Source: an optimization exercise on an open RTL-to-GDS flow (aim: small area and a short achievable clock period). Production flows keep margins and buffers that such runs may drop. Only simulation tests tie the RTL to the original design; equivalence was not proved. The clock port is modelled as an ideal driver, which makes a skipped or thinned clock tree look cheaper than it is; a real chip needs a root buffer or a tree. Power is estimated from default activity; no workload was simulated.

== build 16 ==
==> flow/design.v <==
module apb_master (
  input PCLK,
  input PRESETn,
  input transfer,
  input read_write,
  input  [7:0] write_addr,
  input  [7:0] write_data,
  input  [7:0] read_addr,
  output [15:0] ins_h_n,     
  output [3:0]  ins_l_n,     
  output [7:0] wdata,        
  output [31:0] lo_n,        
  output reg [7:0] hi,       
  input  [7:0] rdata,
  output reg [7:0] read_data_out
);
  reg st1, st2, st3;         
  reg wr1, wr2, wr3;         
  reg wm;                    
  reg wm4;                   
  reg [15:0] ins_h;          
  reg [3:0]  ins_l;          
  reg rd1, rd2;              
  reg [2:0] cnt;             
  reg [7:0] addr;
  reg vis;                   
  reg [7:0] wbyte;
  reg wpol;                  
  reg [7:0] rhold;           
  reg rpol;                  
  reg [7:0] rshadow;
  wire idle  = ~(st1 | st2 | st3);
  wire start = idle & transfer;
  wire [7:0] addr_d  = idle ? (read_write ? write_addr : read_addr) : addr;
  always @(posedge PCLK or negedge PRESETn) begin
    if (!PRESETn) begin
      st1 <= 1'b0; st2 <= 1'b0; st3 <= 1'b0;
      wr1 <= 1'b0; wr2 <= 1'b0; wr3 <= 1'b0;
      wm  <= 1'b0;
      rd1 <= 1'b0; rd2 <= 1'b0;
    end else begin
      st1 <= start;
      st2 <= st1;
      st3 <= st2;
      wr1 <= start & read_write;
      wr2 <= wr1;
      wr3 <= wr2;
      wm  <= ((start & read_write) | wr1 | wr2) & (addr_d[1:0] == ~cnt[1:0]);
      rd1 <= start & ~read_write;
      rd2 <= rd1;
    end
  end
  wire wnow = wm | wm4;
  assign ins_h_n = ~({16{wnow}} & ins_h);
  assign ins_l_n = ins_l;
  genvar c;
  wire [7:0]  raddr_d = idle ? read_addr : addr;
  wire [15:0] lo_dec_n;
  wire        vis_d;
  apb_rdec u_rdec (.a(raddr_d[4:0]), .cnt(cnt[1:0]), .lo_n(lo_dec_n), .vis(vis_d));
  wire [2:0] x_now  = {1'b0, addr[1:0]} + cnt + 3'd7;
  wire [2:0] x_next = {1'b0, addr_d[1:0]} + cnt;
  assign wdata = wbyte ^ {8{wpol}};
  wire [7:0] rbyte = rhold ^ {8{rpol}};
  generate
    for (c = 0; c < 2; c = c + 1) begin : g_lo
      apb_lo_reg u_lo (.PCLK(PCLK), .d(lo_dec_n), .q_n(lo_n[16*c +: 16]));
    end
  endgenerate
  wire take1 = rd1 & vis;    
  wire take2 = rd2 & vis;    
  always @(posedge PCLK) begin
    cnt   <= cnt + 3'd1;
    wm4   <= wr3 & (addr[1:0] == ~cnt[1:0]);
    wpol  <= x_next[2];
    ins_h <= 16'h1 << addr_d[7:4];
    ins_l <= ~(4'h1 << addr_d[3:2]);
    addr  <= addr_d;
    if (idle)
      wbyte <= write_data;
    hi    <= 8'h1 << raddr_d[7:5];
    vis   <= vis_d;
    if (take1 | take2) begin
      rhold <= rdata;
      rpol  <= x_now[2];
    end
    rshadow <= rbyte;
    read_data_out <= rd2 ? rshadow : rbyte;
  end
endmodule
module apb_lo_reg (
  input PCLK,
  input [15:0] d,
  output reg [15:0] q_n
);
  always @(posedge PCLK)
    q_n <= d;
endmodule
module apb_rdec (
  input  [4:0]  a,
  input  [1:0]  cnt,
  output [15:0] lo_n,
  output        vis
);
  wire p1 = a[1] ^ cnt[1] ^ (a[0] & cnt[0]);
  assign vis  = ~(a[0] ^ cnt[0]);
  assign lo_n = ~(16'h1 << {a[4:2], p1});
endmodule
module apb_slave (
  input PCLK,
  input [15:0] ins_h_n,
  input [3:0]  ins_l_n,
  input [7:0]  wdata,
  input [31:0] lo_n,         
  input [7:0]  hi,
  output [7:0] rdata
);
  reg [2047:0] mem;
  genvar h, b, k, i;
  generate
    for (k = 0; k < 64; k = k + 1) begin : g_ring
      wire [7:0] d0;
      wire ins;
      rd_nor2 u_ins (.a(ins_h_n[k/4]), .b(ins_l_n[k%4]), .y(ins));
      for (b = 0; b < 8; b = b + 1) begin : g_in
        rd_mux2i u_in (.a0(mem[(4*k+3)*8+b]), .a1(wdata[b]), .s(ins), .y(d0[b]));
      end
      always @(posedge PCLK) begin
        mem[(4*k+0)*8 +: 8] <= d0;
        mem[(4*k+1)*8 +: 8] <= mem[(4*k+0)*8 +: 8];
        mem[(4*k+2)*8 +: 8] <= mem[(4*k+1)*8 +: 8];
        mem[(4*k+3)*8 +: 8] <= mem[(4*k+2)*8 +: 8];
      end
    end
    for (b = 0; b < 8; b = b + 1) begin : g_b
      wire [7:0] z;
      for (h = 0; h < 8; h = h + 1) begin : g_grp
        wire [7:0] t;
        wire [3:0] u;
        for (i = 0; i < 8; i = i + 1) begin : g_t
          rd_oai22 u_t (.a1(mem[(4*(8*h+i)+0)*8+b]), .a2(lo_n[16*(h/4)+2*i]),
                        .b1(mem[(4*(8*h+i)+2)*8+b]), .b2(lo_n[16*(h/4)+2*i+1]), .y(t[i]));
        end
        for (i = 0; i < 4; i = i + 1) begin : g_u
          rd_nor2 u_u (.a(t[2*i]), .b(t[2*i+1]), .y(u[i]));
        end
        rd_nand4 u_z (.a(u[0]), .b(u[1]), .c(u[2]), .d(u[3]), .y(z[h]));
      end
      wire [3:0] v;
      for (i = 0; i < 4; i = i + 1) begin : g_v
        rd_aoi22 u_v (.a1(z[2*i]), .a2(hi[2*i]), .b1(z[2*i+1]), .b2(hi[2*i+1]), .y(v[i]));
      end
      rd_and4 u_r (.a(v[0]), .b(v[1]), .c(v[2]), .d(v[3]), .y(rdata[b]));
    end
  endgenerate
endmodule
module rd_mux2i (input a0, input a1, input s, output y);
  assign y = ~(s ? a1 : a0);
endmodule
module rd_nor2 (input a, input b, output y);
  assign y = ~(a | b);
endmodule
module rd_nand4 (input a, input b, input c, input d, output y);
  assign y = ~(a & b & c & d);
endmodule
module rd_and4 (input a, input b, input c, input d, output y);
  assign y = a & b & c & d;
endmodule
module rd_oai22 (input a1, input a2, input b1, input b2, output y);
  assign y = ~((a1 | a2) & (b1 | b2));
endmodule
module rd_aoi22 (input a1, input a2, input b1, input b2, output y);
  assign y = ~((a1 & a2) | (b1 & b2));
endmodule
module apb_top (
 input PCLK,
 input PRESETn,
 input transfer,
 input read_write,
 input  [7:0] write_addr,
 input  [7:0] write_data,
 input  [7:0] read_addr,
 output [7:0] read_data_out
);
 wire [15:0] ins_h_n;
 wire [3:0]  ins_l_n;
 wire [7:0]  wdata;
 wire [31:0] lo_n;
 wire [7:0]  hi;
 wire [7:0]  rdata;
    apb_master master (
     .PCLK(PCLK), .PRESETn(PRESETn), .transfer(transfer), .read_write(read_write),
     .write_addr(write_addr), .write_data(write_data), .read_addr(read_addr),
     .ins_h_n(ins_h_n), .ins_l_n(ins_l_n), .wdata(wdata), .lo_n(lo_n), .hi(hi),
     .rdata(rdata), .read_data_out(read_data_out)
    );
    apb_slave slave (
     .PCLK(PCLK), .ins_h_n(ins_h_n), .ins_l_n(ins_l_n), .wdata(wdata), .lo_n(lo_n), .hi(hi), .rdata(rdata)
    );
endmodule
==> flow/config.mk <==
export PLATFORM = sky130hd
export DESIGN_NAME = apb_top
export DESIGN_NICKNAME = apb_top
export VERILOG_FILES = /design/flow/design.v
export SDC_FILE = /design/flow/constraint.sdc
export NUM_CORES = 8
export LEC_CHECK = 0
export CAP_MARGIN = 40
export CORE_MARGIN = 2
export CORE_UTILIZATION = 60
export PLACE_DENSITY = 0.7
export SETUP_SLACK_MARGIN = 4.6
export SLEW_MARGIN = 60
export SYNTH_HIERARCHICAL = 1
==> flow/constraint.sdc <==
create_clock -name core_clock -period 7.0 [get_ports {PCLK}]
set_input_delay 1.4000 -clock core_clock [delete_from_list [all_inputs] [get_ports {PCLK}]]
set_output_delay 1.4000 -clock core_clock [all_outputs]
set_load 0.01 [all_outputs]
standard.sh (not shown) runs the stock make flow with config.mk's settings and CLKGATE_MAP_FILE= SYNTH_SCRIPT=/design/flow/synth_recipe.tcl, a recipe that flattens the netlist after the stock synthesis.
==> flow/flow/run.sh <==
#!/bin/bash
# The standard layout (standard.sh) with hooks into its steps:
#   flow/downsize.tcl (PRE_FLOORPLAN_TCL) sets logic cells to their
#     smallest size; the floorplan's repair_timing and the later repair
#     steps size up what timing needs.
#   flow/clock_tree.tcl (PRE_CTS_TCL) builds a two-level clock tree in place
#     of TritonCTS.
#   The port buffers are buf_2 cells (BUFFER_PORTS_ARGS).
# The make output goes to standard.log here; ORFS keeps each step's own log
# under orfs/logs/.
set -euo pipefail
export PRE_FLOORPLAN_TCL="$PWD/flow/downsize.tcl"
export PRE_CTS_TCL="$PWD/flow/clock_tree.tcl"
export BUFFER_PORTS_ARGS="-buffer_cell sky130_fd_sc_hd__buf_2"
bash standard.sh > standard.log 2>&1
Other scripts of this flow, unchanged in this note and not shown: flow/flow/clock_tree.tcl, flow/flow/downsize.tcl
The following lists how build 35 was set up differently from build 16:
Settings: CAP_MARGIN now 60, was 40; SLEW_MARGIN now 70, was 60.
### Flow results
The setup slack of build 35 is larger than that of build 16. Maximum resistive drop on vdd, build 35 and build 16: higher on build 16. Design area went up slightly going from build 16 to build 35. Side by side, total global-route track usage turned out higher in build 35 than in build 16. Build 35: final clock period utilization by the worst path 1.8 points below build 16. Taking build 16 as the reference point, the overall power of the completed layout of build 35 rises by 190 uW. From build 16 to build 35 the numbers moved as follows: sequential portion of the cell area down 0.60 points; maximum number of pins on one net before global-route repair went down about 12%; share of power burned in registers moved down.
Changes in build 67 relative to build 35:
Settings: changing CAP_MARGIN from 60 to 40; changing SETUP_SLACK_MARGIN from 4.6 to 4.7.
--- outcome ---
- The placer's final routability congestion estimate of build 67 is higher than that of build 35.
- Compared to build 35, build 67 has final area 0.66% higher.
- Build 67 and build 35 ended up with nearly the same part of the power in the clock network.
- As far as count of sequential standard cells goes, build 35 and build 67 are indistinguishable; the numbers are identical.
- Build 67: final worst-path setup slack 0.012 ns below build 35
- Build 35 has higher wire length than build 67.
The inputs of build 8 differ from those of build 67 as listed below.
Settings: swapping 70 for 75 in SLEW_MARGIN; swapping 4.7 for 4.6 in SETUP_SLACK_MARGIN.
Results
Compared with build 67, the router placed more vias in build 8.
Changes observed in build 8 relative to build 67: final worst setup slack barely changed; worst max-slew margin expressed relative to the limit climbed 3.6 points.
Taking build 67 as the reference, in build 8 transition time of the tightest slew-check pin now sits lower; setup violation total in the final timing report held; sum of net half-perimeters after detailed placement moved up.
Changes observed in build 8 relative to build 67: final critical-path required period held, detail-routed via count per cell shows no meaningful change, share of total power in the clock network neither gained nor lost much, routability-driven placement congestion ratio has decreased.
No run of this note takes its clock network from TritonCTS; it comes from the design's own scripts or RTL.


// apb_top: RTL as listed in full above, without the edits since
clock: 7.0 ns
lec_check: 0
cap_margin: 40
core_margin: 2
core_utilization: 60
place_density: 0.7
setup_slack_margin: 4.6
slew_margin: 70
synth_hierarchical: 1
==> flow/flow/downsize.tcl <==
# Sourced as PRE_FLOORPLAN_TCL. Synthesis maps some cells at a larger drive
# than their loads need; this sets every logic cell (not buffers, clock
# cells, taps or ties) to the smallest size of its family (the strongest of
# those when several share the smallest area), and leaves the floorplan's
# repair_timing and the later repair steps to size up what timing needs.
# The exception is the read select's combining gates, which drive long wires
# across the memory: a NAND4 that drives an AOI22, and an AOI22 that drives
# an AND4, start at size 2.
proc ds_run {} {
  set db [ord::get_db]
  set block [ord::get_db_block]
  array set best {}
  array set best_area {}
  array set best_drive {}
  foreach lib [$db getLibs] {
    foreach m [$lib getMasters] {
      set n [$m getName]
      if {![regexp {^(sky130_fd_sc_hd__[a-z0-9]+)_([0-9]+)$} $n -> base drive]} { continue }
      set a [expr {[$m getWidth] * [$m getHeight]}]
      if {![info exists best($base)] || $a < $best_area($base)
          || ($a == $best_area($base) && $drive > $best_drive($base))} {
        set best($base) $n
        set best_area($base) $a
        set best_drive($base) $drive
      }
    }
  }
  set skip {^sky130_fd_sc_hd__(buf|bufbuf|bufinv|clkbuf|clkdlybuf4s[0-9]+|clkinv|clkinvlp|dlygate4sd[0-9]+|dlymetal6s[0-9]+s|dlyb|tapvpwrvgnd|tap|fill|decap|diode|conb)$}
  set count 0
  foreach inst [$block getInsts] {
    set n [[$inst getMaster] getName]
    if {![regexp {^(sky130_fd_sc_hd__[a-z0-9]+)_([0-9]+)$} $n -> base drive]} { continue }
    if {[regexp $skip $base]} { continue }
    if {![info exists best($base)] || $best($base) eq $n} { continue }
    replace_cell [$inst getName] $best($base)
    incr count
  }
  puts "downsize: $count cells set to their smallest size"

  set up 0
  foreach inst [$block getInsts] {
    set n [[$inst getMaster] getName]
    if {$n eq "sky130_fd_sc_hd__nand4_1"} {
      set load "sky130_fd_sc_hd__a22oi_"; set to "sky130_fd_sc_hd__nand4_2"
    } elseif {$n eq "sky130_fd_sc_hd__a22oi_1"} {
      set load "sky130_fd_sc_hd__and4_"; set to "sky130_fd_sc_hd__a22oi_2"
    } else {
      continue
    }
    set out [$inst findITerm Y]
    set net [$out getNet]
    if {$net eq "NULL"} { continue }
    foreach it [$net getITerms] {
      if {[string match "${load}*" [[[$it getInst] getMaster] getName]]} {
        replace_cell [$inst getName] $to
        incr up
        break
      }
    }
  }
  puts "downsize: $up read select gates set to size 2"
}
ds_run
Scripts as last shown in full above: flow/flow/run.sh
Other scripts of this flow, unchanged in this note and not shown: flow/flow/clock_tree.tcl
The first run went through all stages and came out clean.
Then changed:
--- a/flow/flow/downsize.tcl
+++ b/flow/flow/downsize.tcl
@@ -3,6 +3,2 @@
-# cells, taps or ties) to the smallest size of its family (the strongest of
-# those when several share the smallest area), and leaves the floorplan's
-# repair_timing and the later repair steps to size up what timing needs.
-# The exception is the read select's combining gates, which drive long wires
-# across the memory: a NAND4 that drives an AOI22, and an AOI22 that drives
-# an AND4, start at size 2.
+# cells, taps or ties) to the smallest size of its family, and leaves the
+# later repair steps to size up the cells that timing needs.
@@ -39,23 +34,0 @@
-
-  set up 0
-  foreach inst [$block getInsts] {
-    set n [[$inst getMaster] getName]
-    if {$n eq "sky130_fd_sc_hd__nand4_1"} {
-      set load "sky130_fd_sc_hd__a22oi_"; set to "sky130_fd_sc_hd__nand4_2"
-    } elseif {$n eq "sky130_fd_sc_hd__a22oi_1"} {
-      set load "sky130_fd_sc_hd__and4_"; set to "sky130_fd_sc_hd__a22oi_2"
-    } else {
-      continue
-    }
-    set out [$inst findITerm Y]
-    set net [$out getNet]
-    if {$net eq "NULL"} { continue }
-    foreach it [$net getITerms] {
-      if {[string match "${load}*" [[[$it getInst] getMaster] getName]]} {
-        replace_cell [$inst getName] $to
-        incr up
-        break
-      }
-    }
-  }
-  puts "downsize: $up read select gates set to size 2"
=> The new run produced a clean layout. Design area goes down slightly. Worst hold slack improves by 0.0032 ns. Power goes down slightly. Setup slack improves by 0.073 ns. Sequential power is about the same. Utilization goes down by 0.72 points. Combinational power goes down by a little under a tenth.
Then changed:
--- a/flow/flow/run.sh
+++ b/flow/flow/run.sh
@@ -14,0 +15 @@
+export REMOVE_ABC_BUFFERS=1
=> The changed run completed without violations; hold slack degrades by 0.0038 ns; sequential share of layout area climbs by 0.14 points; total power falls by 0.46%; clock power is about the same; setup slack is worse by 0.0098 ns.
No run of this note takes its clock network from TritonCTS; it comes from the design's own scripts or RTL.


== north ==
Another version of the RTL of apb_top (not shown whole).
Size: roughly 3,900 cells after synthesis, ~2,200 flip-flops, ~36 I/O pins, about 59,000 um2 of cells after synthesis.
==> flow/config.mk <==
export PLATFORM = sky130hd
export DESIGN_NAME = apb_top
export DESIGN_NICKNAME = apb_top
export VERILOG_FILES = /design/flow/design.v
export SDC_FILE = /design/flow/constraint.sdc
export NUM_CORES = 8
export LEC_CHECK = 0
export CAP_MARGIN = 40
export CORE_MARGIN = 2
export CORE_UTILIZATION = 60
export PLACE_DENSITY = 0.7
export SETUP_SLACK_MARGIN = 4.5
export SLEW_MARGIN = 40
export SYNTH_HIERARCHICAL = 1
==> flow/constraint.sdc <==
create_clock -name core_clock -period 7.0 [get_ports {PCLK}]
set_input_delay 1.4000 -clock core_clock [delete_from_list [all_inputs] [get_ports {PCLK}]]
set_output_delay 1.4000 -clock core_clock [all_outputs]
set_load 0.01 [all_outputs]
==> flow/flow/run.sh <==
#!/bin/bash
# The standard layout (standard.sh) with hooks into its steps:
#   flow/downsize.tcl (POST_FLOORPLAN_TCL) sets logic cells to their
#     smallest size before placement; the repair steps size up what timing
#     needs.
#   flow/clock_tree.tcl (PRE_CTS_TCL) builds a two-level clock tree in place
#     of TritonCTS.
#   The port buffers are buf_2 cells (BUFFER_PORTS_ARGS).
# The make output goes to standard.log here; ORFS keeps each step's own log
# under orfs/logs/.
set -euo pipefail
export POST_FLOORPLAN_TCL="$PWD/flow/downsize.tcl"
export PRE_CTS_TCL="$PWD/flow/clock_tree.tcl"
export BUFFER_PORTS_ARGS="-buffer_cell sky130_fd_sc_hd__buf_2"
bash standard.sh > standard.log 2>&1
==> flow/flow/downsize.tcl <==
# Sourced as POST_FLOORPLAN_TCL. Synthesis maps some cells at a larger drive
# than their loads need; this sets every logic cell (not buffers, clock
# cells, taps or ties) to the smallest size of its family, and leaves the
# later repair steps to size up the cells that timing needs.
proc ds_run {} {
  set db [ord::get_db]
  set block [ord::get_db_block]
  array set best {}
  array set best_area {}
  foreach lib [$db getLibs] {
    foreach m [$lib getMasters] {
      set n [$m getName]
      if {![regexp {^(sky130_fd_sc_hd__[a-z0-9]+)_([0-9]+)$} $n -> base drive]} { continue }
      set a [expr {[$m getWidth] * [$m getHeight]}]
      if {![info exists best($base)] || $a < $best_area($base)} {
        set best($base) $n
        set best_area($base) $a
      }
    }
  }
  set skip {^sky130_fd_sc_hd__(buf|bufbuf|bufinv|clkbuf|clkdlybuf4s[0-9]+|clkinv|clkinvlp|dlygate4sd[0-9]+|dlymetal6s[0-9]+s|dlyb|tapvpwrvgnd|tap|fill|decap|diode|conb)$}
  set count 0
  foreach inst [$block getInsts] {
    set n [[$inst getMaster] getName]
    if {![regexp {^(sky130_fd_sc_hd__[a-z0-9]+)_([0-9]+)$} $n -> base drive]} { continue }
    if {[regexp $skip $base]} { continue }
    if {![info exists best($base)] || $best($base) eq $n} { continue }
    replace_cell [$inst getName] $best($base)
    incr count
  }
  puts "downsize: $count cells set to their smallest size"
}
ds_run
Other scripts of this flow, unchanged in this note and not shown: flow/flow/clock_tree.tcl
#### Input delta (south over north)
==> flow/flow/run.sh <==
#!/bin/bash
# The standard layout (standard.sh) with hooks into its steps:
#   flow/downsize.tcl (PRE_FLOORPLAN_TCL) sets logic cells to their
#     smallest size; the floorplan's repair_timing and the later repair
#     steps size up what timing needs.
#   flow/clock_tree.tcl (PRE_CTS_TCL) builds a two-level clock tree in place
#     of TritonCTS.
#   The port buffers are buf_2 cells (BUFFER_PORTS_ARGS).
# The make output goes to standard.log here; ORFS keeps each step's own log
# under orfs/logs/.
set -euo pipefail
export PRE_FLOORPLAN_TCL="$PWD/flow/downsize.tcl"
export PRE_CTS_TCL="$PWD/flow/clock_tree.tcl"
export BUFFER_PORTS_ARGS="-buffer_cell sky130_fd_sc_hd__buf_2"
bash standard.sh > standard.log 2>&1
-- flow/flow/downsize.tcl --
<<< north, line 1
# Sourced as POST_FLOORPLAN_TCL. Synthesis maps some cells at a larger drive
# than their loads need; this sets every logic cell (not buffers, clock
# cells, taps or ties) to the smallest size of its family, and leaves the
>>> south, line 1
# Sourced as PRE_FLOORPLAN_TCL. Synthesis maps some cells at a larger drive
# than their loads need; this sets every logic cell (not buffers, clock
# cells, taps or ties) to the smallest size of its family, and leaves the
<<< north, line 8
  array set best {}
  array set best_area {}
  foreach lib [$db getLibs] {
    foreach m [$lib getMasters] {
>>> south, line 8
  array set best {}
  array set best_area {}
  array set best_drive {}
  foreach lib [$db getLibs] {
    foreach m [$lib getMasters] {
<<< north, line 13
      if {![regexp {^(sky130_fd_sc_hd__[a-z0-9]+)_([0-9]+)$} $n -> base drive]} { continue }
      set a [expr {[$m getWidth] * [$m getHeight]}]
      if {![info exists best($base)] || $a < $best_area($base)} {
        set best($base) $n
        set best_area($base) $a
      }
    }
>>> south, line 14
      if {![regexp {^(sky130_fd_sc_hd__[a-z0-9]+)_([0-9]+)$} $n -> base drive]} { continue }
      set a [expr {[$m getWidth] * [$m getHeight]}]
      if {![info exists best($base)] || $a < $best_area($base)
          || ($a == $best_area($base) && $drive > $best_drive($base))} {
        set best($base) $n
        set best_area($base) $a
        set best_drive($base) $drive
      }
    }
--- outcome ---
- Between south and north, the difference in switching share of total power is negligible.
- The initial antenna violation count reported for south is smaller than that of north by 1.
- Global placer's final weighted congestion: south vs north down about 1.8%
- Taking north as the reference, in south global router's overall resource usage higher; largest vdd supply drop higher; logic gate share of total power roughly the same; post-route clock skew roughly the same.
- Per the comparison of south with north, met3 track utilization from global routing moved down, fill cell instance count of the final layout saw a decrease.
- south ended up with master.g_lo[2].u_lo.q_n[12] as its startpoint of the most critical setup path; north ended up with master.g_lo[1].u_lo.q_n[7].
- For total power of the final layout, north and south come out practically identical.
What east does differently from south at the input level:
- swapping 4.5 for 4.6 in SETUP_SLACK_MARGIN
==> results.txt <==
As far as area of all placed cells without fillers is concerned, east and south perform about the same.
east vs south on initial antenna violation count: east is the lower one.
south → east: via count rose 0.84%, wire length after detailed routing shrank by 0.36%, via count of the first global-routing pass rose by about 0.8%, end-of-flow core utilization now sits at about the same level.
What west does differently from east at the input level:
- SETUP_SLACK_MARGIN: 4.6 -> 4.5
-- flow/flow/run.sh --
<<< east, line 12
export PRE_FLOORPLAN_TCL="$PWD/flow/downsize.tcl"
export PRE_CTS_TCL="$PWD/flow/clock_tree.tcl"
export BUFFER_PORTS_ARGS="-buffer_cell sky130_fd_sc_hd__buf_2"
bash standard.sh > standard.log 2>&1
>>> west, line 12
export PRE_FLOORPLAN_TCL="$PWD/flow/downsize.tcl"
export PRE_CTS_TCL="$PWD/flow/clock_tree.tcl"
export POST_CTS_TCL="$PWD/flow/post_cts.tcl"
export BUFFER_PORTS_ARGS="-buffer_cell sky130_fd_sc_hd__buf_2"
bash standard.sh > standard.log 2>&1
==> flow/flow/post_cts.tcl (new file) <==
# Sourced as POST_CTS_TCL: one more setup repair pass after the CTS step's
# own, then legalise again.
repair_timing -setup -setup_margin [expr {$::env(SETUP_SLACK_MARGIN) + 0.1}] -verbose
detailed_placement
check_placement -verbose
Notes after the runs:
The worst hold slack was comparable across east and west. As far as sequential fraction of design power is concerned, east and west perform about the same. Compared with east, the router placed fewer vias in west. [west] fraction of layout cells with a size suffix above 1 fell 0.29 points relative to east. Diff east -> west: worst setup slack after layout has increased, power held.
In every run of this note, the design's own scripts or RTL, not TritonCTS, make the clock network.

[afterwards: timing with drivers on the ports]
How much do the figures lean on ideal ports? The routed layouts below were timed once more, with nothing changed but the port constraints. Step 1 assumes that a clkbuf_16 drives the clock port and a buf_2 every other input. Step 2, shift: input delay + t, output delay - t, t = (earliest + latest rising clock arrival at the registers) / 2. This alone moves slack from input paths to output paths. Slacks: no drivers / after step 1 / after step 2; pairs: no drivers / after step 1.
run | t (ns) | setup WS [ns] | hold slack, ns | worst data-port slew with drivers (ns)
build 16 | 0.655 | 4.552 / 4.510 / 4.223 | 0.314 / 0.315 / 0.315 | 0.14
build 35 | 0.655 | 4.675 / 4.516 / 4.265 | 0.321 / 0.322 / 0.322 | 0.14
build 67 | 0.651 | 4.664 / 4.504 / 4.276 | 0.330 / 0.330 / 0.330 | 0.11
build 8 | 0.654 | 4.666 / 4.507 / 4.159 | 0.321 / 0.322 / 0.322 | 0.12
the first run of note 2 | 0.657 | 4.594 / 4.432 / 4.241 | 0.322 / 0.323 / 0.323 | 0.10
the second run of note 2 | 0.654 | 4.667 / 4.503 / 4.240 | 0.326 / 0.326 / 0.326 | 0.12
the third run of note 2 | 0.651 | 4.657 / 4.503 / 4.140 | 0.322 / 0.322 / 0.322 | 0.14
north | 0.686 | 4.405 / 4.374 / 4.133 | 0.324 / 0.324 / 0.324 | 0.14
south | 0.681 | 4.534 / 4.388 / 4.002 | 0.325 / 0.325 / 0.325 | 0.15
east | 0.682 | 4.527 / 4.379 / 4.199 | 0.322 / 0.322 / 0.322 | 0.15
west | 0.679 | 4.557 / 4.411 / 4.014 | 0.323 / 0.323 / 0.323 | 0.15
After both steps every run listed still meets setup and hold. For west, which loses most, drivers alone change the setup slack by -0.146 ns; drivers and shift together by -0.543 ns.
